Background: an optimization exercise with open tools, aiming at small area and a short achievable clock period. Do not read the settings as production practice.
Where RTL was checked, it was by simulation tests only, not by an equivalence proof against the original.
The RTL of run 2 was laid out without a check of its function.
Power and IR drop assume default switching activity.

==> flow/design.v <==
module if_stage (
    input  wire        clk,
    input  wire        rst_n,
    input  wire [18:0] ibus_rdata,
    output reg         fetch_en,
    output wire [18:0] next_instr,
    output reg  [4:0]  opcode,
    output reg  [2:0]  rd
);
    assign next_instr = ibus_rdata & {19{fetch_en}};
    always @(posedge clk or negedge rst_n) begin
        if (!rst_n) begin
            fetch_en <= 1'b0;
            opcode   <= 5'd0;
            rd       <= 3'd0;
        end else begin
            fetch_en <= 1'b1;
            opcode   <= next_instr[18:14];
            rd       <= next_instr[13:11];
        end
    end
endmodule
module id_stage (
    input  [18:0] instruction,
    output [2:0]  rs1,
    output [2:0]  rs2
);
    assign rs1 = instruction[10:8];
    assign rs2 = instruction[7:5];
endmodule
module regfile (
    input         clk,
    input  [2:0]  rd_addr,
    input  [2:0]  rs1_addr,
    input  [2:0]  rs2_addr,
    input  [18:0] wb_data,
    input         reg_write,
    output [18:0] rs1_data,
    output [18:0] rs2_data
);
    reg [18:0] registers [1:7];
    always @(posedge clk) begin
        if (reg_write && rd_addr != 3'd0)
            registers[rd_addr] <= wb_data;
    end
    assign rs1_data = (rs1_addr == 3'd0) ? 19'd0 : registers[rs1_addr];
    assign rs2_data = (rs2_addr == 3'd0) ? 19'd0 : registers[rs2_addr];
endmodule
module alu #(parameter integer SP = 10) (
    input             clk,
    input             rst_n,
    input      [18:0] a_next,
    input      [18:0] b_next,
    input      [4:0]  op_next,
    input      [4:0]  opcode,
    output reg [18:0] operand_a,
    output reg [18:0] operand_b,
    output reg [18:0] result
);
    localparam integer NK = SP / 2;    
    wire        div_n = op_next[0];    
    wire [18:0] y_n   = div_n ? b_next : a_next;
    wire [20:0] y3_n  = {2'b0, y_n} + {1'b0, y_n, 1'b0};
    wire [18:0] z1_n  = div_n ? (~b_next + 19'd1) : a_next;
    wire [18:0] z3_n  = div_n ? (~y3_n[18:0] + 19'd1) : y3_n[18:0];
    wire        bz_n  = ~|b_next;
    wire [9:0]  ok3_n;
    genvar k;
    generate
        for (k = 0; k < 10; k = k + 1) begin : ok3g
            assign ok3_n[k] = ~|(y3_n >> (19 - 2*k));
        end
    endgenerate
    wire [18:0] acc_n;
    wire [19:SP] q_n;
    md_steps #(.HI(18), .LO(SP)) pre (
        .acc_in(a_next & {19{div_n}}), .z1(z1_n), .z3(z3_n), .div(div_n),
        .b(b_next), .ok3(ok3_n[9:NK]), .acc_out(acc_n), .q(q_n)
    );
    reg  [18:SP]   acc_hi;
    reg  [18:SP]   q_hi;
    reg  [18:0]    z1, z3;
    reg  [NK-1:0]  ok3;
    reg            div_r;
    reg            bz;
    always @(posedge clk or negedge rst_n) begin
        if (!rst_n) begin
            operand_a <= 19'd0;
            operand_b <= 19'd0;
        end else begin
            operand_a <= a_next;
            operand_b <= b_next;
        end
    end
    always @(posedge clk) begin
        acc_hi <= acc_n[18:SP];
        q_hi   <= q_n[18:SP];
        z1     <= z1_n;
        z3     <= z3_n;
        ok3    <= ok3_n[NK-1:0];
        div_r  <= div_n;
        bz     <= bz_n;
    end
    wire [18:0] a = operand_a;
    wire [18:0] b = operand_b;
    wire [18:0] prod;
    wire [SP-1:0] q_lo;
    md_steps #(.HI(SP-2), .LO(0)) post (
        .acc_in({acc_hi, a[SP-1:0] & {SP{div_r}}}), .z1(z1), .z3(z3), .div(div_r),
        .b(b), .ok3(ok3), .acc_out(prod), .q(q_lo)
    );
    wire [18:0] quot = {q_hi, q_lo} | {19{bz}};
    wire [18:0] addb = opcode[3] ? {19{opcode[0]}} : (b ^ {19{opcode[0]}});
    wire [18:0] sum  = a + addb + {18'd0, opcode[0] ^ opcode[3]};
    always @(*) begin
        case (opcode)
            5'd0, 5'd1, 5'd8, 5'd9: result = sum;
            5'd2: result = prod;
            5'd3: result = quot;
            5'd4: result = a & b;
            5'd5: result = a | b;
            5'd6: result = a ^ b;
            5'd7: result = ~a;
            default: result = 19'd0;
        endcase
    end
endmodule
module md_steps #(parameter integer HI = 18, parameter integer LO = 0) (
    input  [18:0]      acc_in,
    input  [18:0]      z1,
    input  [18:0]      z3,
    input              div,
    input  [18:0]      b,
    input  [HI/2:LO/2] ok3,
    output [18:0]      acc_out,
    output [HI+1:LO]   q
);
    wire [18:0] acc [LO:HI+2];
    assign acc[HI+2] = acc_in;
    assign acc_out = acc[LO];
    wire [18:0] z2 = {z1[17:0], 1'b0};
    genvar s;
    generate
        for (s = HI; s >= LO; s = s - 2) begin : st
            localparam integer W = 19 - s;
            wire [W-1:0] r = acc[s+2][18:s];
            wire [W-1:0] nr;
            if (W == 1) begin : top
                wire x = r[0] ^ z1[0];
                wire c1 = ~|b[18:1] & (r[0] & z1[0]);
                wire e1 = div ? c1 : b[18];
                assign q[s] = c1;
                assign q[s+1] = 1'b0;
                assign nr = e1 ? x : r;
            end else if (s == 0) begin : last
                wire [W:0] x1, x2, x3;
                addc #(W) u1 (.x(r), .y(z1[W-1:0]), .ci(1'b0), .s(x1[W-1:0]), .co(x1[W]));
                addc #(W) u2 (.x(r), .y(z2[W-1:0]), .ci(1'b0), .s(x2[W-1:0]), .co(x2[W]));
                addc #(W) u3 (.x(r), .y(z3[W-1:0]), .ci(1'b0), .s(x3[W-1:0]), .co(x3[W]));
                wire ok2 = ~|(b >> (W-1));
                wire c1 = x1[W];
                wire c2 = ok2 & x2[W];
                wire c3 = ok3[s/2] & x3[W];
                assign q[s+1] = c2;
                assign q[s]   = c3 | (c1 & ~c2);
                wire [W-1:0] mz = b[s+1] ? (b[s] ? z3[W-1:0] : z2[W-1:0]) :
                                           (b[s] ? z1[W-1:0] : {W{1'b0}});
                wire pco;
                addc #(W) um (.x(r), .y(mz), .ci(1'b0), .s(nr), .co(pco));
            end else begin : full
                wire [W:0] x1, x2, x3;
                addc #(W) u1 (.x(r), .y(z1[W-1:0]), .ci(1'b0), .s(x1[W-1:0]), .co(x1[W]));
                addc #(W) u2 (.x(r), .y(z2[W-1:0]), .ci(1'b0), .s(x2[W-1:0]), .co(x2[W]));
                addc #(W) u3 (.x(r), .y(z3[W-1:0]), .ci(1'b0), .s(x3[W-1:0]), .co(x3[W]));
                wire ok1 = (W >= 19) ? 1'b1 : ~|(b >> W);
                wire ok2 = ~|(b >> (W-1));
                wire c1 = ok1 & x1[W];
                wire c2 = ok2 & x2[W];
                wire c3 = ok3[s/2] & x3[W];
                assign q[s+1] = c2;
                assign q[s]   = c3 | (c1 & ~c2);
                wire e3 = div ? c3 : (b[s+1] & b[s]);
                wire e2 = div ? c2 : b[s+1];
                wire e1 = div ? c1 : b[s];
                assign nr = e3 ? x3[W-1:0] : e2 ? x2[W-1:0] : e1 ? x1[W-1:0] : r;
            end
            if (s == 0) begin : l
                assign acc[s] = nr;
            end else begin : m
                assign acc[s] = {nr, acc[s+2][s-1:0]};
            end
        end
    endgenerate
endmodule
module addc #(parameter integer W = 8) (
    input  [W-1:0] x, input [W-1:0] y, input ci,
    output [W-1:0] s, output co
);
    localparam integer L = (W <= 2) ? 1 : (W <= 4) ? 2 : (W <= 8) ? 3 : (W <= 16) ? 4 : 5;
    wire [W-1:0] g [0:L];
    wire [W-1:0] p [0:L];
    assign g[0] = {x[W-1:1] & y[W-1:1], (x[0] & y[0]) | ((x[0] | y[0]) & ci)};
    assign p[0] = {x[W-1:1] | y[W-1:1], 1'b0};
    genvar l, i;
    generate
        for (l = 0; l < L; l = l + 1) begin : lv
            for (i = 0; i < W; i = i + 1) begin : bt
                if ((i >> l) & 1) begin : c
                    localparam integer J = ((i >> l) << l) - 1;
                    assign g[l+1][i] = g[l][i] | (p[l][i] & g[l][J]);
                    assign p[l+1][i] = p[l][i] & p[l][J];
                end else begin : n
                    assign g[l+1][i] = g[l][i];
                    assign p[l+1][i] = p[l][i];
                end
            end
        end
    endgenerate
    wire [W-1:0] c = {g[L][W-2:0], ci};
    assign s  = x ^ (y ^ c);
    assign co = g[L][W-1];
endmodule
module cpu_core (
    input  wire        clk,
    input  wire        rst_n,
    output wire        bus_valid,
    output wire        bus_write,
    output wire [18:0] bus_addr,
    output wire [18:0] bus_wdata,
    input  wire [18:0] bus_rdata
);
    wire        fetch_en;
    wire [4:0]  opcode;
    wire [2:0]  rd;
    wire [18:0] next_instr;         
    if_stage ifs (
        .clk(clk),
        .rst_n(rst_n),
        .ibus_rdata(bus_rdata),
        .fetch_en(fetch_en),
        .next_instr(next_instr),
        .opcode(opcode),
        .rd(rd)
    );
    wire [2:0] rs1_n, rs2_n;
    id_stage id (
        .instruction(next_instr),
        .rs1(rs1_n),
        .rs2(rs2_n)
    );
    wire [18:0] alu_result;
    wire        mem_access = (opcode == 5'd8) | (opcode == 5'd9);
    wire        reg_write  = ~mem_access & (rd != 3'd0);
    wire [18:0] rf_a, rf_b;
    regfile rf (
        .clk(clk),
        .rd_addr(rd),
        .rs1_addr(rs1_n),
        .rs2_addr(rs2_n),
        .wb_data(alu_result),
        .reg_write(reg_write),
        .rs1_data(rf_a),
        .rs2_data(rf_b)
    );
    wire [18:0] a_n = (reg_write && rd == rs1_n) ? alu_result : rf_a;
    wire [18:0] b_n = (reg_write && rd == rs2_n) ? alu_result : rf_b;
    wire [18:0] op_a, op_b;
    wire [18:0] quot;
    alu alu_u (
        .clk(clk),
        .rst_n(rst_n),
        .a_next(a_n),
        .b_next(b_n),
        .op_next(next_instr[18:14]),
        .opcode(opcode),
        .operand_a(op_a),
        .operand_b(op_b),
        .result(alu_result)
    );
    assign bus_valid = mem_access;
    assign bus_write = (opcode == 5'd9);
    assign bus_addr  = alu_result;
    assign bus_wdata = op_b;
endmodule
==> flow/flow/run.sh <==
#!/bin/bash
# The standard layout with three changes:
#  1. after the standard synthesis, the combinational logic is mapped again
#     by ABC with the full/half adder cells dissolved (flow/resyn.tcl); every
#     register and tie cell is kept as the standard synthesis made it;
#  2. timing repair is asked to leave more setup slack than the clock period
#     needs (SETUP_SLACK_MARGIN, in ns, from flow/margin.txt);
#  3. every input and output port is still given a buffer, but a plain
#     buf_4 rather than the delay cell buffer_ports picks by default.
set -euo pipefail
R=orfs/results/sky130hd/cpu_core/base
bash standard.sh synth > synth.log 2>&1
cp "$R/1_2_yosys.v" std_1_2_yosys.v
RESYN_IN=std_1_2_yosys.v RESYN_OUT="$R/1_2_yosys.v" RESYN_TMP=resyn_flat.v \
RESYN_SCRIPT=flow/abc.script RESYN_CONSTR=flow/abc.constr RESYN_STAT=resyn_stat.txt \
    yosys -c flow/resyn.tcl > resyn.log 2>&1
rm -f "$R/1_synth.odb" "$R/1_synth.sdc"
export SETUP_SLACK_MARGIN="$(cat flow/margin.txt)"
export BUFFER_PORTS_ARGS="-buffer_cell sky130_fd_sc_hd__buf_4"
bash standard.sh > standard.log 2>&1
==> flow/flow/abc.constr <==
set_driving_cell sky130_fd_sc_hd__buf_1
set_load 5
==> flow/flow/abc.script <==
strash
dch
map -B 0.9
topo
stime -c
buffer -c
upsize -c
dnsize -c
==> flow/flow/margin.txt <==
26
==> flow/flow/resyn.tcl <==
# Re-map the combinational logic of the standard synthesis netlist with ABC,
# keeping every register (and tie cell) exactly as the standard synthesis
# left it: same instances, names and cell types.
yosys -import
set lib $::env(FLOW_HOME)/platforms/sky130hd/lib/sky130_fd_sc_hd__tt_025C_1v80.lib
set in  $::env(RESYN_IN)
set out $::env(RESYN_OUT)
set script $::env(RESYN_SCRIPT)
read_liberty -ignore_miss_func $lib
read_verilog $in
hierarchy -top $::env(FLOW_TOP)
setattr -mod -set blackbox 1 sky130_fd_sc_hd__df* sky130_fd_sc_hd__edf* sky130_fd_sc_hd__conb*
flatten
opt_clean -purge
write_verilog -noattr $::env(RESYN_TMP)
design -reset
read_liberty -lib $lib
read_verilog $::env(RESYN_TMP)
hierarchy -top $::env(FLOW_TOP)
techmap
opt -fast -purge
set du {}
foreach c {probe_p_8 probec_p_8 lpflow_bleeder_1 lpflow_clkbufkapwr_1 lpflow_clkbufkapwr_16 lpflow_clkbufkapwr_2 lpflow_clkbufkapwr_4 lpflow_clkbufkapwr_8 lpflow_clkinvkapwr_1 lpflow_clkinvkapwr_16 lpflow_clkinvkapwr_2 lpflow_clkinvkapwr_4 lpflow_clkinvkapwr_8 lpflow_decapkapwr_12 lpflow_decapkapwr_3 lpflow_decapkapwr_4 lpflow_decapkapwr_6 lpflow_decapkapwr_8 lpflow_inputiso0n_1 lpflow_inputiso0p_1 lpflow_inputiso1n_1 lpflow_inputiso1p_1 lpflow_inputisolatch_1 lpflow_isobufsrc_1 lpflow_isobufsrc_16 lpflow_isobufsrc_2 lpflow_isobufsrc_4 lpflow_isobufsrc_8 lpflow_isobufsrckapwr_16 lpflow_lsbuf_lh_hl_isowell_tap_1 lpflow_lsbuf_lh_hl_isowell_tap_2 lpflow_lsbuf_lh_hl_isowell_tap_4 lpflow_lsbuf_lh_isowell_4 lpflow_lsbuf_lh_isowell_tap_1 lpflow_lsbuf_lh_isowell_tap_2 lpflow_lsbuf_lh_isowell_tap_4} {
    lappend du -dont_use sky130_fd_sc_hd__$c
}
abc -liberty $lib -script $script -constr $::env(RESYN_CONSTR) -D 45000 {*}$du
# internal nets get plain generated names; ports keep theirs
yosys rename -hide w:*.*
opt_clean -purge
splitnets
opt_clean -purge
insbuf -buf sky130_fd_sc_hd__buf_4 A X
opt_clean -purge
check -assert
tee -o $::env(RESYN_STAT) stat -liberty $lib
write_verilog -noattr -nohex -nodec $out
==> flow/standard.sh <==
#!/bin/bash
# synth_recipe.tcl (not shown) runs the flow's synth.tcl, then flattens the netlist and writes it again
# the make line also repeats each setting of config.mk as NAME=value (left out here)
make -C /OpenROAD-flow-scripts/flow DESIGN_CONFIG=/design/flow/config.mk WORK_HOME=/design/flow/orfs CLKGATE_MAP_FILE= SYNTH_SCRIPT=/design/flow/synth_recipe.tcl "${@:-finish}"
==> flow/config.mk <==
export PLATFORM = sky130hd
export DESIGN_NAME = cpu_core
export DESIGN_NICKNAME = cpu_core
export VERILOG_FILES = /design/flow/design.v
export SDC_FILE = /design/flow/constraint.sdc
export NUM_CORES = 4
export LEC_CHECK = 0
export ABC_AREA = 1
export CAP_MARGIN = 20
export CORE_MARGIN = 2
export CORE_UTILIZATION = 40
export SLEW_MARGIN = 20
export TNS_END_PERCENT = 5
==> flow/constraint.sdc <==
create_clock -name core_clock -period 45.0 [get_ports {clk}]
set_input_delay 9.0000 -clock core_clock [delete_from_list [all_inputs] [get_ports {clk}]]
set_output_delay 9.0000 -clock core_clock [all_outputs]
set_load 0.01 [all_outputs]
==> flow_summary.toml, run 1 <==
[outcome]
run_status = "finished clean"

[timing]
post-route-period-util_pct = 41.2
fin_worst_skew_ps = 39.1
hold_slack_ps = 722
max-slew-margin-rel_pct = 18.5
report.final.hold_viol_count = 0
slew_violations = 0
fin_crit_ps = 18520
timing.setup.tns_ps = 0
setup_violations = 0
worst_pin_slew_ps = 1190
clock.fmax_ghz = 0.0540
rsz0062_at_grt = "yes"

[routing]
drc = 0
routed_wl_um = 110000
wl_met1_um = 46700
viasPerCell = 5.51
ant_nets = 0
drt_iter0_drc = 3343
met2_length_um = 49800
drt_first_pass_iters = 6
num_vias = 31200
highest_layer = "met4"
met3_length_um = 8810
wl_per_cell_um = 19.4

[placed_design]
gp_congestion = 0.966
dpl-instance-area_um2 = 29300
port_buffers = 55
hpwl_um = 83000
dp_cells = 5531

[synth]
syn_inst = 4634
syn-num-nets = 4655
avgSynthCellArea_um2 = 6.14
ys_warn_count = 14
syn_area_um2 = 28500

[setup_path]
cp.arrival_ps = 9520
cp_slowest_cell = "dfrtp_2"
cpPeakStageDelay_ps = 460
path_class = "register to output pin"
cp-start-kind = "register"
critical_path.endpoint_type = "output pin"
cp_max_fo = 13
cpMostUsedCell = "nand2_2"
required_ps = 36000

[layout]
final_cell_area_um2 = 31700
final_cells = 5668
multiInputGateArea_um2 = 19600
area_growth_pct = 11.5
regArea_um2 = 6470
nNetsFinal = 4727
fillCellCount = 7403
drive_gt1_share_pct = 18.1
final_core_util_pct = 45.2

[power]
p_leak_nw = 15.7
power.density_nw_per_um2 = 66.2
peakVddDrop_mv = 0.0395

[global_route]
grt_first_pass_wirelength_um = 163000
grt_use_total_pct = 28.4
antenna_found_initial = 4
grt_max_degree = 48
first_global_vias = 27100
grt_overflow = 0

[clocking]
cts_buffer_depth = 3
worstSkewPairLatency_ps = 580
htree_levels = 1
numCtsBuffers = 26
root_buffer = "clkbuf_16"
clkTransAtPathRegs_ps = 70
clock_sinks = 242
cts_tree = "yes"

[die]
dieHeight_um = 271
fp.dieW_um = 271
io_pins = 61
core_area_um2 = 70300
rows = 97
dieArea_um2 = 73300
start_util_pct = 40.5

[hold_path]
hold_class = "register to register"

[job]
maxCapViolations = 0
==> layout by cell type, fill, tap and decap left out, drive strengths merged, types with 28 or more instances in the layout <==
master     n
clkbuf    30
nand4     47
nor2     413
dfrtp     47
a21oi    220
nor3      40
a31oi     29
xor2     146
o21ai    269
o22ai     31
nand3    492
buf      180
or2       28
o211ai    34
xnor2     54
inv      531
edfxtp   133
clkinv    39
dfxtp     62
nand2   1744
==> report_power, final <==
group	switching (mW)	internal [mW]	total [mW]
Clock	0.0942	0.113	0.208
Sequential	0.0673	0.277	0.345
Combinational	1.05	0.499	1.55
==> state kept, by name, indices dropped and copies added, names as in the netlist, 3 cells and up <==
name	count
alu_u.q_hi	9
alu_u.operand_a	19
rf.registers	133
alu_u.z3	19
alu_u.ok3	5
ifs.rd	3
ifs.opcode	5
alu_u.z1	18
alu_u.acc_hi	9
alu_u.operand_b	19
==> worst paths after layout <==
path | start | end | slack [ps] | cells past startpoint
min in group asynchronous | rst_n | ifs.rd[2]$_DFF_PN0_ | 8410 | 1
setup / recovery | alu_u.operand_b[17]$_DFF_PN0_ | bus_addr[17] | 26480 | 77
max in group asynchronous | rst_n | alu_u.operand_a[8]$_DFF_PN0_ | 36070 | 1
hold reg to reg | ifs.fetch_en$_DFF_PN0_ | ifs.opcode[3]$_DFF_PN0_ | 720 | 2
hold / removal | ifs.fetch_en$_DFF_PN0_ | ifs.opcode[3]$_DFF_PN0_ | 720 | 2
setup reg to reg | alu_u.operand_b[17]$_DFF_PN0_ | alu_u.acc_hi[12]$_DFF_P_ | 29350 | 127
==> worst max-delay path: cells and delay by family (launching register included) <==
family / cells / cell delay, ps
AND/OR/NAND/NOR: 53 / 5280
buffers and inverters: 12 / 1280
flip-flops: 1 / 460
AO/OA/AOI/OAI: 12 / 1850
==> metal layers <==
metal	up-vias	GRT usage [%]
li1	15300	-
met1	14300	37.7
met2	1400	47.2
met3	239	2.74
met4	0	11.5
met5	-	0
==> cell type report <==
type	instances	area share, %
multi-input cells	3696	61.9
clock inverters	17	0.485
diodes	3	0.0237
inverters	560	6.86
flip-flops and latches	242	20.4
well taps	940	3.71
repair buffers	180	4.53
clock buffers	30	2.10
==> repair_timing <==
| action | CTS | global route |
|---|---|---|
| pin swaps | 7 | 41 |
| gates cloned | 1 | 6 |
| setup endpoints to repair | 18 | 27 |
| setup buffers | 13 | 67 |
| hold buffers | 0 | 0 |
| resized for setup | 46 | 170 |
==> through the flow <==
step	total power, mW	setup slack (ps)
finish	2.10	26480
global route	2.27	25880
CTS	2.00	26000
detailed placement	1.77	25060
global placement	1.76	25150
floorplan	1.42	28890
==> run 2: changes to the inputs <==
--- a/flow/design.v
+++ b/flow/design.v
@@ -181,6 +181,8 @@
                 assign q[s]   = c3 | (c1 & ~c2);
-                wire e3 = div ? c3 : (b[s+1] & b[s]);
-                wire e2 = div ? c2 : b[s+1];
-                wire e1 = div ? c1 : b[s];
-                assign nr = e3 ? x3[W-1:0] : e2 ? x2[W-1:0] : e1 ? x1[W-1:0] : r;
+                wire h3 = div ? c3 : (b[s+1] & b[s]);
+                wire h2 = div ? (c2 & ~c3) : (b[s+1] & ~b[s]);
+                wire h1 = div ? (c1 & ~c2) : (~b[s+1] & b[s]);
+                wire h0 = div ? ~c1 : ~(b[s+1] | b[s]);
+                assign nr = ({W{h3}} & x3[W-1:0]) | ({W{h2}} & x2[W-1:0]) |
+                            ({W{h1}} & x1[W-1:0]) | ({W{h0}} & r);
             end
==> flow_summary.toml, run 2 <==
[global_route]
grt_first_pass_wirelength_um = 160000
grt_overflow = 0
grt_use_total_pct = 29.2
grt_max_degree = 56
first_global_vias = 26800
antenna_found_initial = 4

[setup_path]
cp.depth = 72
endpoint = "bus_addr[18]"
path_class = "register to output pin"
cp_slowest_cell = "dfrtp_2"
r2r_cells = 119
r2r_start = "alu_u.operand_a[8]$_DFF_PN0_"
required_ps = 36000
cp-start-kind = "register"
r2r_end = "alu_u.acc_hi[10]$_DFF_P_"
critical_path.endpoint_type = "output pin"
cp_max_fo = 10
cpMostUsedCell = "nand2_2"
cp_top_family = "simple AND/OR/NAND/NOR gates"
cp.arrival_ps = 9680
crit_start = "alu_u.operand_a[8]$_DFF_PN0_"
cpPeakStageDelay_ps = 430
rrSetupSlack_ps = 29680
worst-path-buf-inv = 7

[layout]
area_growth_pct = 15.8
regMostFlops = "rf.registers"
final_common_cell = "nand2_1"
nNetsFinal = 4695
regArea_um2 = 6470
final_cell_mix = "1321 x nand2_1, 450 x inv_1, 436 x nor2_1, 242 x o21ai_0, 242 x nand3_1"
largest_reg_flops = 133
fillCellCount = 7180
multiInputGateArea_um2 = 19500
drive_gt1_share_pct = 19.6
final_cell_area_um2 = 32000

[synth]
syn-num-nets = 4576
ys_warn_count = 14
syn_area_um2 = 27600
syn_inst = 4555
avgSynthCellArea_um2 = 6.07

[timing]
post-route-period-util_pct = 41.5
fin_worst_skew_ps = 62.6
timing.setup.tns_ps = 0
setup_violations = 0
hold_slack_ps = 730
fin_crit_ps = 18680
rsz0062_at_grt = "yes"
max-slew-margin-rel_pct = 28.8
slew_violations = 0
report.final.hold_viol_count = 0
clock.fmax_ghz = 0.0535
layout_setup_ws_ps = 26320
worst_pin_slew_ps = 1060

[placed_design]
gp_congestion = 0.961
pre_cts_slack_ps = 24530
dpl-instance-area_um2 = 28700
hpwl_um = 81200
port_buffers = 55

[routing]
viasPerCell = 5.56
drt_iter0_drc = 3588
routed_wl_um = 110000
wl_per_cell_um = 19.8
ant_nets = 0
num_vias = 31000
drt_first_pass_iters = 6
drc = 0

[clocking]
cts_tree = "yes"
clock_sinks = 242
numCtsBuffers = 28
clkTransAtPathRegs_ps = 60
worstSkewPairLatency_ps = 610
cts_buffer_depth = 3
root_buffer = "clkbuf_16"
postCtsHoldBufs = 0
htree_levels = 1

[power]
internal_power_mw = 0.970
power.share.combinational_pct = 74.3
switchingPower_mw = 1.25
peakVddDrop_mv = 0.0396
seqPwrFrac_pct = 15.3
pwr-share-clk_pct = 10.4
switching_share_pct = 56.3
p_leak_nw = 15.6
power.density_nw_per_um2 = 69.4

[die]
rows = 96
start_util_pct = 40.4
core_area_um2 = 68500
fp.dieW_um = 267
dieHeight_um = 267
dieArea_um2 = 71200
io_pins = 61

[outcome]
run_status = "finished clean"

[hold_path]
hold_class = "register to register"

[job]
maxCapViolations = 0
-- run 2: what timing repair did --
action                                  in CTS  in global routing
resized for setup                           61                277
pin swaps                                    4                113
endpoints found under the setup margin      19                 15
cloned                                       0                  8
buffers inserted                            10                112
-- run 2: routing by layer --
| metal | part of all wire, % | global-route usage (%) | routed length [um] |
|---|---|---|---|
| met4 | 3.6 | 9.10 | 3980 |
| met2 | 44 | 46.4 | 48800 |
| met3 | 8.8 | 3.98 | 9670 |
| met5 | 0.011 | 0 | 12 |
| met1 | 43 | 40.8 | 47700 |
-- run 2: metrics by stage --
stage                     power [mW]  util, %  std cells
after global placement          1.74     41.9       5396
after detailed placement        1.75     41.9       5396
after floorplan                 1.39        -       4555
after global routing            2.39     46.8       5577
final                           2.22     46.8       5577
after CTS                       2.00     43.7       5456
-- run 2: power by group through the flow --
stage	combinational, mW	sequential [mW]	clock, mW
2_1_floorplan	1.10	0.299	0
3_3_place_gp	1.40	0.342	0
3_5_place_dp	1.41	0.342	0
4_1_cts	1.43	0.338	0.232
5_1_grt	1.80	0.341	0.242
6_report	1.65	0.339	0.232
-- run 2: worst min path at each step --
stage                                            start                      endpoint  slack, ps  cells after the start
after CTS                       ifs.fetch_en$_DFF_PN0_           ifs.rd[0]$_DFF_PN0_        740                      2
after global routing            ifs.fetch_en$_DFF_PN0_           ifs.rd[0]$_DFF_PN0_        800                      2
after floorplan           rf.registers[1][0]$_DFFE_PP_  alu_u.operand_a[0]$_DFF_PN0_        630                      4
after global placement          ifs.fetch_en$_DFF_PN0_           ifs.rd[1]$_DFF_PN0_        730                      2
final                           ifs.fetch_en$_DFF_PN0_           ifs.rd[1]$_DFF_PN0_        730                      2
after detailed placement        ifs.fetch_en$_DFF_PN0_           ifs.rd[0]$_DFF_PN0_        730                      2
-- run 2: worst min-delay path, cell delays in order (launching register included) --
cell and delay, ps:
dfrtp_1 550, nand2_1 120, inv_1 30
-- run 2: cell type report --
cell class | count | area share, %
timing repair buffer | 223 | 5.57
sequential | 242 | 20.2
tap | 882 | 3.45
antenna | 1 | 0.00782
clock inverter | 11 | 0.406
inverter | 586 | 7.00
clock buffer | 39 | 2.48
multi-input combinational | 3593 | 60.9
==> run 3: changes to the inputs <==
--- a/flow/design.v
+++ b/flow/design.v
@@ -45,4 +45,16 @@
     end
-    assign rs1_data = (rs1_addr == 3'd0) ? 19'd0 : registers[rs1_addr];
-    assign rs2_data = (rs2_addr == 3'd0) ? 19'd0 : registers[rs2_addr];
+    wire [7:0] sel1 = 8'd1 << rs1_addr;
+    wire [7:0] sel2 = 8'd1 << rs2_addr;
+    reg  [18:0] rd1, rd2;
+    integer i;
+    always @(*) begin
+        rd1 = 19'd0;
+        rd2 = 19'd0;
+        for (i = 1; i < 8; i = i + 1) begin
+            rd1 = rd1 | ({19{sel1[i]}} & registers[i]);
+            rd2 = rd2 | ({19{sel2[i]}} & registers[i]);
+        end
+    end
+    assign rs1_data = rd1;
+    assign rs2_data = rd2;
 endmodule
==> flow/flow/margin.txt (replaced) <==
27
==> flow_summary.toml, run 3 <==
[layout]
nNetsFinal = 4631
final_core_util_pct = 48.2
drive_gt1_share_pct = 24.5
largest_reg_flops = 133
final_cell_mix = "1216 x nand2_1, 471 x inv_1, 393 x nor2_1, 260 x nand3_1, 222 x nand2_2"
final_common_cell = "nand2_1"
regMostFlops = "rf.registers"
area_growth_pct = 19.7
n_antenna_cell = 0
final_cells = 5515

[timing]
worst_pin_slew_ps = 1160
layout_setup_ws_ps = 26870
setup_violations = 0
clock.fmax_ghz = 0.0552
report.final.hold_viol_count = 0
post-route-period-util_pct = 40.3
fin_worst_skew_ps = 25.9
rsz0062_at_grt = "yes"
timing.setup.tns_ps = 0
slew_violations = 0
max-slew-margin-rel_pct = 22.3
fin_crit_ps = 18130

[placed_design]
pre_cts_slack_ps = 24720
gp_congestion = 0.975
port_buffers = 55
dp_cells = 5304
hpwl_um = 82200

[setup_path]
cpPeakStageDelay_ps = 900
cp_max_fo = 10
cp.arrival_ps = 9130
required_ps = 36000
r2r_start = "alu_u.operand_a[9]$_DFF_PN0_"
crit_start = "alu_u.operand_a[9]$_DFF_PN0_"
cp_slowest_cell = "o21bai_1"
critical_path.endpoint_type = "output pin"
cp-start-kind = "register"
path_class = "register to output pin"
cpMostUsedCell = "nand2_2"

[global_route]
grt_use_total_pct = 30.2
first_global_vias = 27400
grt_max_degree = 52
grt_first_pass_wirelength_um = 164000
grt_overflow = 0
antenna_found_initial = 4

[power]
p_leak_nw = 16.0
power.density_nw_per_um2 = 66.7
peakVddDrop_mv = 0.0356
power_mw = 2.20

[routing]
routed_wl_um = 112000
drt_iter0_drc = 3311
num_vias = 30500
drt_first_pass_iters = 8
viasPerCell = 5.53
ant_nets = 0
wl_per_cell_um = 20.3
drc = 0

[die]
start_util_pct = 40.3
fp.dieW_um = 266
io_pins = 61
core_area_um2 = 68300
dieArea_um2 = 70900
dieHeight_um = 266
rows = 96

[synth]
ys_warn_count = 14
syn_inst = 4452
syn-num-nets = 4473
syn_area_um2 = 27500
avgSynthCellArea_um2 = 6.18

[clocking]
worstSkewPairLatency_ps = 600
htree_levels = 1
cts_buffer_depth = 3
clkTransAtPathRegs_ps = 60
cts_tree = "yes"
numCtsBuffers = 29
clock_sinks = 242
root_buffer = "clkbuf_16"

[hold_path]
hold_class = "register to register"
min_from = "rf.registers[5][9]$_DFFE_PP_"

[job]
maxCapViolations = 0

[outcome]
run_status = "finished clean"
-- run 3: worst paths after layout --
path                       cells past startpoint                       endpoint  slack [ps]
setup / recovery                              64                    bus_addr[2]       26870
hold / removal                                 4   alu_u.operand_a[9]$_DFF_PN0_         720
setup reg to reg                             113       alu_u.acc_hi[11]$_DFF_P_       29980
hold reg to reg                                4   alu_u.operand_a[9]$_DFF_PN0_         720
max in group asynchronous                      1  alu_u.operand_b[13]$_DFF_PN0_       35930
min in group asynchronous                      1            ifs.rd[2]$_DFF_PN0_        8460
-- run 3: where the power goes --
group	switching [mW]	internal (mW)	total, mW
Clock	0.105	0.136	0.241
Combinational	1.07	0.549	1.62
Sequential	0.0591	0.278	0.337
-- run 3: final cells by class --
class                           instances  area [um2]
Clock buffer                           38         811
Clock inverter                         16         159
Fill cell                            7025       35400
Inverter                              644        2470
Multi-Input combinational cell       3451       19800
Sequential cell                       242        6490
Tap cell                              882        1100
Timing Repair Buffer                  242        2070
-- run 3: worst max-delay path, delay by kind of cell (launching register included) --
family	cells	cell delay, ps
DFF	1	460
AOI/OAI and AO/OA	1	900
buffers and inverters	13	1670
and+or+nand+nor	50	5450
-- run 3: metal layers --
metal  track usage, %  vias up  wire, um
met2             48.3     1356     49900
met4             11.0        0      4940
met3             4.45      271      9490
met1             41.2    14100     47900
met5                0        -         0
li1                 -    14800         -
-- run 3: metrics by stage --
stage,area (um2),hold slack [ps]
2_1_floorplan,27500,572
3_3_place_gp,28500,684
3_5_place_dp,28500,690
4_1_cts,31300,731
5_1_grt,32900,763
6_report,32900,717
-- run 3: what timing repair did --
| item | in CTS | in global routing |
|---|---|---|
| cloned | 10 | 1 |
| setup endpoints to repair | 19 | 18 |
| hold buffers | 0 | 0 |
| pin swaps | 78 | 157 |
| buffers inserted | 85 | 61 |
| resized for setup | 253 | 275 |
==> run 4: changes to the inputs <==
==> flow/flow/margin.txt (replaced) <==
25
==> flow_summary.toml, run 4 <==
[synth]
ys_warn_count = 14
syn_inst = 4452
syn_area_um2 = 27500
syn-num-nets = 4473
avgSynthCellArea_um2 = 6.18

[timing]
timing.setup.tns_ps = 0
slew_violations = 0
worst_pin_slew_ps = 1160
max-slew-margin-rel_pct = 22.6
setup_violations = 0
report.final.hold_viol_count = 0
rsz0062_at_grt = "yes"
fin_crit_ps = 19300
post-route-period-util_pct = 42.9
fin_worst_skew_ps = 33.3
clock.fmax_ghz = 0.0518
layout_setup_ws_ps = 25700

[power]
power.density_nw_per_um2 = 65.9
seqPwrFrac_pct = 17.3
pwr-share-clk_pct = 12.2
switchingPower_mw = 1.11
switching_share_pct = 56.7
internal_power_mw = 0.851
p_leak_nw = 14.7
power_mw = 1.96
power.share.combinational_pct = 70.4
peakVddDrop_mv = 0.0357

[clocking]
postCtsHoldBufs = 0
clkTransAtPathRegs_ps = 70
cts_buffer_depth = 3
clock_sinks = 242
numCtsBuffers = 29
root_buffer = "clkbuf_16"
worstSkewPairLatency_ps = 600
htree_levels = 1
cts_tree = "yes"

[global_route]
gr-usage-met1_pct = 40.3
first_global_vias = 26400
antenna_found_initial = 1
busiest_layer = "met2"
grt_overflow = 0
grt_util_met2_pct = 45.9
grt_first_pass_wirelength_um = 158000
use_met3_pct = 4.09
grt_max_degree = 52
grt_use_total_pct = 29.1

[routing]
ant_nets = 0
viasPerCell = 5.47
drt_iter0_drc = 3049
wl_per_cell_um = 19.8
routed_wl_um = 106000
drc = 0
drt_first_pass_iters = 6
num_vias = 29400

[die]
dieArea_um2 = 70900
start_util_pct = 40.3
rows = 96
dieHeight_um = 266
io_pins = 61
fp.dieW_um = 266
core_area_um2 = 68300

[setup_path]
r2r_start = "alu_u.z3[6]$_DFF_P_"
r2r_cells = 108
cpMostUsedCell = "nand2_1"
critical_path.endpoint_type = "output pin"
cp.arrival_ps = 10300
cp_slowest_cell = "dfxtp_1"
r2r_end = "alu_u.acc_hi[11]$_DFF_P_"
cp-start-kind = "register"
cp_max_fo = 17
cpPeakStageDelay_ps = 770
rrSetupSlack_ps = 29570
path_class = "register to output pin"
required_ps = 36000

[layout]
regMostFlops = "rf.registers"
final_cell_mix = "1348 x nand2_1, 478 x inv_1, 438 x nor2_1, 306 x nand3_1, 172 x a21oi_1"
drive_gt1_share_pct = 16.0
n_antenna_cell = 0
final_common_cell = "nand2_1"
final_cell_area_um2 = 29800
largest_reg_flops = 133
fillCellCount = 7298
final_core_util_pct = 43.6
nNetsFinal = 4489
area_growth_pct = 8.24

[job]
maxCapViolations = 0

[outcome]
run_status = "finished clean"

[placed_design]
pre_cts_slack_ps = 24720
dpl-instance-area_um2 = 28500
gp_congestion = 0.975
hpwl_um = 82200
port_buffers = 55

[hold_path]
hold_class = "register to register"
holdPathEnd = "ifs.rd[1]$_DFF_PN0_"
min_from = "ifs.fetch_en$_DFF_PN0_"
holdPathStages = 2
run 4: final cells by class:
class | count | area [um2] | share of cell area [%]
repair buffers | 109 | 856 | 2.87
multi-input cells | 3442 | 18000 | 60.4
clock inverters | 16 | 159 | 0.533
clock buffers | 38 | 811 | 2.72
flip-flops and latches | 242 | 6420 | 21.6
inverters | 644 | 2430 | 8.17
well taps | 882 | 1100 | 3.70
run 4: per-layer routing:
layer  up-vias  part of all wire [%]
met5         -                     0
met4         0                   4.0
met3       231                   8.7
met2      1321                    44
met1     13400                    44
li1      14400                     -
run 4: what timing repair did:
| item | in CTS | in global routing |
|---|---|---|
| setup buffers | 3 | 12 |
| setup endpoints to repair | 14 | 15 |
| gates cloned | 0 | 0 |
| gates resized for setup | 14 | 32 |
| pin swaps | 2 | 4 |
run 4: worst max-delay path, delay by kind of cell (launching register included):
family | cells | cell delay [ps]
compound gates | 5 | 700
simple gates | 60 | 7480
buf+inv | 6 | 710
flops | 1 | 770
run 4: worst max path at each step:
stage,from,endpoint,slack [ps],cells after the start
2_1_floorplan,alu_u.operand_a[9]$_DFF_PN0_,bus_addr[14],29150,76
3_3_place_gp,alu_u.z1[3]$_DFF_P_,bus_addr[11],24790,66
3_5_place_dp,alu_u.z1[3]$_DFF_P_,bus_addr[12],24720,67
4_1_cts,alu_u.div_r$_DFF_P_,bus_addr[14],25000,74
5_1_grt,alu_u.div_r$_DFF_P_,bus_addr[17],24940,71
6_report,alu_u.z3[6]$_DFF_P_,bus_addr[17],25700,71
run 4: metrics by stage:
stage | hold WS [ps] | std cells
floorplan | 572 | 4452
global placement | 684 | 5304
detailed placement | 690 | 5304
CTS | 731 | 5361
global route | 763 | 5373
finish | 728 | 5373
run 4: power groups by stage:
stage	registers, mW	clock network [mW]	logic, mW
CTS	0.338	0.241	1.35
floorplan	0.297	0	1.05
global route	0.343	0.251	1.53
global placement	0.341	0	1.33
finish	0.340	0.240	1.38
detailed placement	0.342	0	1.34
==> run 5: changes to the inputs <==
==> flow/flow/margin.txt (replaced) <==
26
==> flow_summary.toml, run 5 <==
[outcome]
run_status = "finished clean"

[timing]
post-route-period-util_pct = 41.0
setup_violations = 0
slew_violations = 0
timing.setup.tns_ps = 0
max-slew-margin-rel_pct = 27.7
clock.fmax_ghz = 0.0542
layout_setup_ws_ps = 26550
fin_worst_skew_ps = 32.7
rsz0062_at_grt = "no"
report.final.hold_viol_count = 0
hold_slack_ps = 730
worst_pin_slew_ps = 1080
fin_crit_ps = 18450

[global_route]
busiest_layer = "met2"
grt_max_degree = 52
first_global_vias = 26400
grt_use_total_pct = 29.2
grt_util_met2_pct = 46.1
antenna_found_initial = 2
grt_first_pass_wirelength_um = 158000
grt_overflow = 0
gr-usage-met1_pct = 40.4
use_met3_pct = 4.02

[setup_path]
cpPeakStageDelay_ps = 430
r2r_end = "alu_u.acc_hi[11]$_DFF_P_"
required_ps = 36000
rrSetupSlack_ps = 30180
cp_max_fo = 10
critical_path.endpoint_type = "output pin"
path_class = "register to output pin"
cpMostUsedCell = "nand2_1"
r2r_start = "alu_u.operand_b[18]$_DFF_PN0_"
cp.arrival_ps = 9450
cp_slowest_cell = "dfrtp_2"
endpoint = "bus_addr[14]"
cp-start-kind = "register"
crit_start = "alu_u.operand_b[18]$_DFF_PN0_"
r2r_cells = 109

[synth]
syn_inst = 4452
syn-num-nets = 4473
syn_area_um2 = 27500
ys_warn_count = 14
avgSynthCellArea_um2 = 6.18

[routing]
drc = 0
drt_iter0_drc = 3118
viasPerCell = 5.51
ant_nets = 0
num_vias = 29900
wl_per_cell_um = 20.1
drt_first_pass_iters = 7
routed_wl_um = 109000

[layout]
final_common_cell = "nand2_1"
final_cell_mix = "1307 x nand2_1, 475 x inv_1, 425 x nor2_1, 291 x nand3_1, 178 x nand2_2"
final_core_util_pct = 45.2
largest_reg_flops = 133
final_cell_area_um2 = 30900
regMostFlops = "rf.registers"
drive_gt1_share_pct = 19.0
area_growth_pct = 12.2
fillCellCount = 7226
nNetsFinal = 4545

[placed_design]
dpl-instance-area_um2 = 28500
gp_congestion = 0.975
port_buffers = 55
hpwl_um = 82200
pre_cts_slack_ps = 24720

[power]
peakVddDrop_mv = 0.0366
p_leak_nw = 15.1
power.density_nw_per_um2 = 66.1

[clocking]
clkTransAtPathRegs_ps = 60
postCtsHoldBufs = 0
clock_sinks = 242
htree_levels = 1
cts_buffer_depth = 3
worstSkewPairLatency_ps = 600
numCtsBuffers = 29
cts_tree = "yes"
root_buffer = "clkbuf_16"

[die]
core_area_um2 = 68300
io_pins = 61
dieArea_um2 = 70900
fp.dieW_um = 266
start_util_pct = 40.3
rows = 96
dieHeight_um = 266

[hold_path]
holdPathStages = 4
hold_class = "register to register"
min_from = "rf.registers[5][8]$_DFFE_PP_"

[job]
maxCapViolations = 0
-- run 5: timing repair --
item,CTS,global route
cloned,0,9
pin swaps,3,52
endpoints found under the setup margin,19,17
buffers inserted,7,55
resized for setup,34,171
-- run 5: layout make-up --
type | instances | area [um2] | area share, %
antenna | 1 | 2.50 | 0.00810
clock buffer | 38 | 811 | 2.63
clock inverter | 16 | 159 | 0.515
inverter | 644 | 2440 | 7.92
multi-input combinational | 3449 | 18600 | 60.3
sequential | 242 | 6460 | 20.9
tap | 882 | 1100 | 3.57
timing repair buffer | 158 | 1280 | 4.14
-- run 5: critical path, delay by kind of cell (launching register included) --
kind / cells / cell delay (ps)
and+or+nand+nor: 65 / 7150
AOI/OAI and AO/OA: 3 / 400
DFF: 1 / 430
buffers and inverters: 10 / 860
-- run 5: worst min path at each step --
| stage | to | slack (ps) |
|---|---|---|
| floorplan | alu_u.operand_a[5]$_DFF_PN0_ | 570 |
| global placement | alu_u.operand_a[9]$_DFF_PN0_ | 680 |
| detailed placement | alu_u.operand_a[6]$_DFF_PN0_ | 690 |
| CTS | alu_u.operand_a[6]$_DFF_PN0_ | 730 |
| global route | alu_u.operand_a[6]$_DFF_PN0_ | 760 |
| finish | alu_u.operand_a[8]$_DFF_PN0_ | 730 |
-- run 5: per-layer routing --
metal | part of all wire [%] | vias to the layer above
li1 | - | 14600
met3 | 9.2 | 242
met5 | 0 | -
met4 | 4.1 | 0
met2 | 44 | 1373
met1 | 43 | 13700
-- run 5: stage by stage --
step / power [mW] / std cells
6_report: 2.04 / 5430
5_1_grt: 2.20 / 5429
3_3_place_gp: 1.67 / 5304
3_5_place_dp: 1.68 / 5304
2_1_floorplan: 1.35 / 4452
4_1_cts: 1.93 / 5365
-- run 5: where the power goes --
| group | switching [mW] | total, mW | leakage, nW | internal, mW |
|---|---|---|---|---|
| combinational | 0.981 | 1.46 | 12.3 | 0.475 |
| clock | 0.105 | 0.241 | 0.484 | 0.136 |
| sequential | 0.0654 | 0.342 | 2.35 | 0.277 |
| total | 1.15 | 2.04 | 15.1 | 0.888 |
==> run 6: changes to the inputs <==
--- a/flow/config.mk
+++ b/flow/config.mk
@@ -10,3 +10,4 @@
 export CORE_MARGIN = 2
-export CORE_UTILIZATION = 40
+export CORE_UTILIZATION = 60
+export PLACE_DENSITY = 0.8
 export SLEW_MARGIN = 20
==> flow_summary.toml, run 6 <==
[layout]
regMostFlops = "rf.registers"
regArea_um2 = 6450
fillCellCount = 4123
drive_gt1_share_pct = 17.9
final_common_cell = "nand2_1"
largest_reg_flops = 133
nNetsFinal = 4526
final_cells = 5127
area_growth_pct = 9.71
final_cell_area_um2 = 30200
final_core_util_pct = 66.7
multiInputGateArea_um2 = 18400
final_cell_mix = "1321 x nand2_1, 477 x inv_1, 423 x nor2_1, 294 x nand3_1, 172 x a21oi_1"

[die]
dieHeight_um = 218
rows = 78
dieArea_um2 = 47600
io_pins = 61
fp.dieW_um = 218
start_util_pct = 60.8
core_area_um2 = 45300

[synth]
syn-num-nets = 4473
syn_area_um2 = 27500
syn_inst = 4452
avgSynthCellArea_um2 = 6.18
ys_warn_count = 14

[timing]
report.final.hold_viol_count = 0
layout_setup_ws_ps = 26450
fin_crit_ps = 18550
clock.fmax_ghz = 0.0539
rsz0062_at_grt = "yes"
timing.setup.tns_ps = 0
max-slew-margin-rel_pct = 29.2
fin_worst_skew_ps = 31.1
hold_slack_ps = 742
setup_violations = 0
slew_violations = 0
post-route-period-util_pct = 41.2
worst_pin_slew_ps = 1060

[placed_design]
port_buffers = 55
dpl-instance-area_um2 = 28100
gp_congestion = 1.04
pre_cts_slack_ps = 25280
dp_cells = 5018
hpwl_um = 75100

[clocking]
worstSkewPairLatency_ps = 590
htree_levels = 1
clock_sinks = 242
numCtsBuffers = 26
clkTransAtPathRegs_ps = 60
root_buffer = "clkbuf_16"
cts_tree = "yes"
cts_buffer_depth = 3

[routing]
ant_nets = 0
viasPerCell = 6.00
drt_iter0_drc = 3692
drc = 0
wl_per_cell_um = 19.6
routed_wl_um = 100000
num_vias = 30800
drt_first_pass_iters = 8

[power]
power.density_nw_per_um2 = 66.2
peakVddDrop_mv = 0.0539
power_mw = 2.00
p_leak_nw = 15.0

[setup_path]
critical_path.endpoint_type = "output pin"
cpMostUsedCell = "nand2_1"
cp_slowest_cell = "dfxtp_1"
cp_max_fo = 9
cp.arrival_ps = 9550
cp-start-kind = "register"
path_class = "register to output pin"
cpPeakStageDelay_ps = 720
required_ps = 36000

[global_route]
first_global_vias = 27200
grt_use_total_pct = 40.2
antenna_found_initial = 4
grt_overflow = 0
grt_first_pass_wirelength_um = 149000
grt_max_degree = 52

[outcome]
run_status = "finished clean"

[hold_path]
hold_class = "register to register"

[job]
maxCapViolations = 0
-- run 6: path summary, 6_finish.rpt --
check / startpoint / endpoint / slack [ps] / cells past startpoint
worst max-delay path: alu_u.z3[7]$_DFF_P_ / bus_addr[18] / 26450 / 67
worst min-delay path: rf.registers[3][5]$_DFFE_PP_ / alu_u.operand_a[5]$_DFF_PN0_ / 740 / 4
worst max register to register: alu_u.z3[7]$_DFF_P_ / alu_u.acc_hi[13]$_DFF_P_ / 30070 / 121
worst min register to register: rf.registers[3][5]$_DFFE_PP_ / alu_u.operand_a[5]$_DFF_PN0_ / 740 / 4
max in group asynchronous: rst_n / alu_u.operand_a[9]$_DFF_PN0_ / 35950 / 1
min in group asynchronous: rst_n / ifs.rd[1]$_DFF_PN0_ / 8480 / 1
-- run 6: cell type report --
| cell class | count | area share [%] |
|---|---|---|
| Multi-Input combinational cell | 3445 | 61.1 |
| Sequential cell | 242 | 21.4 |
| Inverter | 644 | 8.09 |
| Timing Repair Buffer | 146 | 3.95 |
| Clock buffer | 39 | 2.63 |
| Tap cell | 600 | 2.49 |
| Clock inverter | 9 | 0.373 |
| Antenna cell | 2 | 0.0166 |
-- run 6: worst max-delay path: cells and delay by family, from the launching register on --
family | cells | cell delay, ps
buffers and inverters | 11 | 1370
AO/OA/AOI/OAI | 4 | 570
AND/OR/NAND/NOR | 52 | 6290
flip-flops | 1 | 720
-- run 6: report_power, final --
part / internal (mW) / switching (mW) / leakage, nW
clock network: 0.130 / 0.0968 / 0.440
registers: 0.276 / 0.0622 / 2.35
logic: 0.467 / 0.968 / 12.2
-- run 6: layer usage --
metal | track usage (%) | up-vias | routed length [um]
met2 | 62.4 | 2004 | 42600
li1 | - | 14500 | -
met1 | 51.0 | 13800 | 37200
met3 | 8.82 | 474 | 13100
met5 | 0 | - | 11
met4 | 24.6 | 2 | 7500
-- run 6: repair_timing --
action | 4_1_cts | 5_1_grt
cloned | 0 | 4
pin swaps | 2 | 38
setup buffers | 7 | 48
setup endpoints to repair | 17 | 16
hold buffers | 0 | 0
resized for setup | 25 | 139
==> run 7: changes to the inputs <==
--- a/flow/config.mk
+++ b/flow/config.mk
@@ -10,4 +10,4 @@
 export CORE_MARGIN = 2
-export CORE_UTILIZATION = 60
-export PLACE_DENSITY = 0.8
+export CORE_UTILIZATION = 50
+export PLACE_DENSITY = 0.7
 export SLEW_MARGIN = 20
==> flow_summary.toml, run 7 <==
[power]
power.share.combinational_pct = 71.3
switching_share_pct = 56.1
pwr-share-clk_pct = 11.9
peakVddDrop_mv = 0.0337
seqPwrFrac_pct = 16.8
switchingPower_mw = 1.12
p_leak_nw = 15.0
power.density_nw_per_um2 = 66.4
internal_power_mw = 0.881
power_mw = 2.01

[layout]
largest_reg_flops = 133
nNetsFinal = 4519
final_common_cell = "nand2_1"
final_cells = 5216
final_cell_mix = "1325 x nand2_1, 476 x inv_1, 426 x nor2_1, 295 x nand3_1, 171 x a21oi_1"
drive_gt1_share_pct = 17.7
regMostFlops = "rf.registers"
area_growth_pct = 9.84

[routing]
drt_iter0_drc = 3544
wl_per_cell_um = 19.7
highest_layer = "met5"
drc = 0
num_vias = 30300
met2_length_um = 44400
wl_met1_um = 41000
routed_wl_um = 103000
viasPerCell = 5.80
drt_first_pass_iters = 6
met3_length_um = 11600
ant_nets = 0

[placed_design]
port_buffers = 55
hpwl_um = 78100
gp_congestion = 1.02
dp_cells = 5118
pre_cts_slack_ps = 25120

[setup_path]
path_class = "register to output pin"
cpPeakStageDelay_ps = 790
critical_path.endpoint_type = "output pin"
required_ps = 36000
cpMostUsedCell = "nand2_1"
cp-start-kind = "register"
cp.arrival_ps = 9500
cp_max_fo = 12
crit_start = "alu_u.z3[9]$_DFF_P_"
cp_slowest_cell = "dfxtp_1"
r2r_start = "alu_u.z3[9]$_DFF_P_"

[timing]
layout_setup_ws_ps = 26500
fin_crit_ps = 18500
worst_pin_slew_ps = 1080
slew_violations = 0
hold_slack_ps = 722
report.final.hold_viol_count = 0
rsz0062_at_grt = "no"
setup_violations = 0
timing.setup.tns_ps = 0
fin_worst_skew_ps = 31.0
post-route-period-util_pct = 41.1
clock.fmax_ghz = 0.0541
max-slew-margin-rel_pct = 27.5

[outcome]
run_status = "finished clean"

[clocking]
clkTransAtPathRegs_ps = 60
postCtsHoldBufs = 0
htree_levels = 1
cts_tree = "yes"
clock_sinks = 242
worstSkewPairLatency_ps = 590
root_buffer = "clkbuf_16"
numCtsBuffers = 27
cts_buffer_depth = 3

[global_route]
grt_first_pass_wirelength_um = 152000
antenna_found_initial = 2
first_global_vias = 26600
grt_max_degree = 52
grt_overflow = 0
grt_use_total_pct = 34.5

[job]
maxCapViolations = 0

[die]
core_area_um2 = 54100
io_pins = 61
dieHeight_um = 239
fp.dieW_um = 239
start_util_pct = 50.8
dieArea_um2 = 56900
rows = 85

[synth]
ys_warn_count = 14
syn_area_um2 = 27500
syn_inst = 4452
syn-num-nets = 4473
avgSynthCellArea_um2 = 6.18

[hold_path]
min_from = "rf.registers[6][9]$_DFFE_PP_"
hold_class = "register to register"
run 7: cell type report:
| type | count | area (um2) |
|---|---|---|
| Antenna cell | 1 | 2.50 |
| Clock buffer | 32 | 724 |
| Clock inverter | 18 | 229 |
| Fill cell | 5467 | 23900 |
| Inverter | 644 | 2440 |
| Multi-Input combinational cell | 3446 | 18400 |
| Sequential cell | 242 | 6430 |
| Tap cell | 696 | 871 |
| Timing Repair Buffer | 137 | 1100 |
run 7: critical path: cells and delay by family, from the launching register on:
kind	cells	cell delay (ps)
and+or+nand+nor	46	5540
AOI/OAI and AO/OA	10	1810
DFF	1	790
buffers and inverters	8	730
run 7: final timing paths:
| check | endpoint | cells after the start | slack (ps) |
|---|---|---|---|
| worst min register to register | alu_u.operand_a[9]$_DFF_PN0_ | 4 | 720 |
| worst min-delay path | alu_u.operand_a[9]$_DFF_PN0_ | 4 | 720 |
| min in group asynchronous | ifs.opcode[3]$_DFF_PN0_ | 1 | 8470 |
| worst max-delay path | bus_addr[17] | 64 | 26500 |
| worst max register to register | alu_u.acc_hi[11]$_DFF_P_ | 112 | 30220 |
| max in group asynchronous | alu_u.operand_b[0]$_DFF_PN0_ | 1 | 35970 |
run 7: per-layer routing:
layer	vias to the layer above	global-route usage [%]
met5	-	0
met4	4	17.4
met3	333	6.86
met2	1665	53.6
met1	13700	45.7
li1	14500	-
run 7: what timing repair did:
action	CTS	global route
pin swaps	2	29
setup buffers	4	38
setup endpoints to repair	19	17
cloned	0	5
gates resized for setup	31	114
run 7: power groups by stage:
stage               Clock [mW]  Sequential [mW]  Combinational, mW
CTS                      0.239            0.333               1.34
global placement             0            0.336               1.31
floorplan                    0            0.297               1.05
finish                   0.238            0.338               1.43
global route             0.248            0.339               1.57
detailed placement           0            0.337               1.33
run 7: stage by stage:
| step | utilization, % | cell area, um2 |
|---|---|---|
| global route | 55.8 | 30200 |
| detailed placement | 52.2 | 28300 |
| CTS | 54.3 | 29400 |
| floorplan | - | 27500 |
| global placement | 52.2 | 28300 |
| finish | 55.8 | 30200 |

afterwards: timing with drivers on the ports:
The flow's constraints put no driver on any port. The routed layouts listed below were extracted and timed again, unchanged, in two steps.
Step 1: set_driving_cell puts a clkbuf_16 on clk and a buf_2 on each other input, an assumption about the parent block.
Step 2 moves the port delays by t, midway between the first and last clock arrival at a register: inputs arrive t later, outputs are due t later. That takes back most of the time a late clock gives input paths.
a / b / c = no drivers / after step 1 / after step 2; a / b = the first two.
run	t, ns	setup WS [ns]	slew at the worst register clock pin (ns)	worst slew at a driven data input, ns
run 1	0.619	26.476 / 26.422 / 26.426	0.07 / 0.07	0.04
run 2	0.637	26.321 / 26.267 / 26.560	0.07 / 0.07	0.04
run 3	0.637	26.875 / 26.820 / 27.457	0.07 / 0.07	0.05
run 4	0.637	25.705 / 25.651 / 26.287	0.07 / 0.07	0.05
run 5	0.640	26.554 / 26.500 / 27.140	0.07 / 0.07	0.05
run 6	0.626	26.446 / 26.391 / 27.017	0.07 / 0.07	0.04
run 7	0.629	26.499 / 26.446 / 27.075	0.07 / 0.07	0.06
After both steps every run listed still meets setup and hold. For run 1, which loses most, drivers alone change the setup slack by -0.054 ns; drivers and shift together by -0.050 ns.
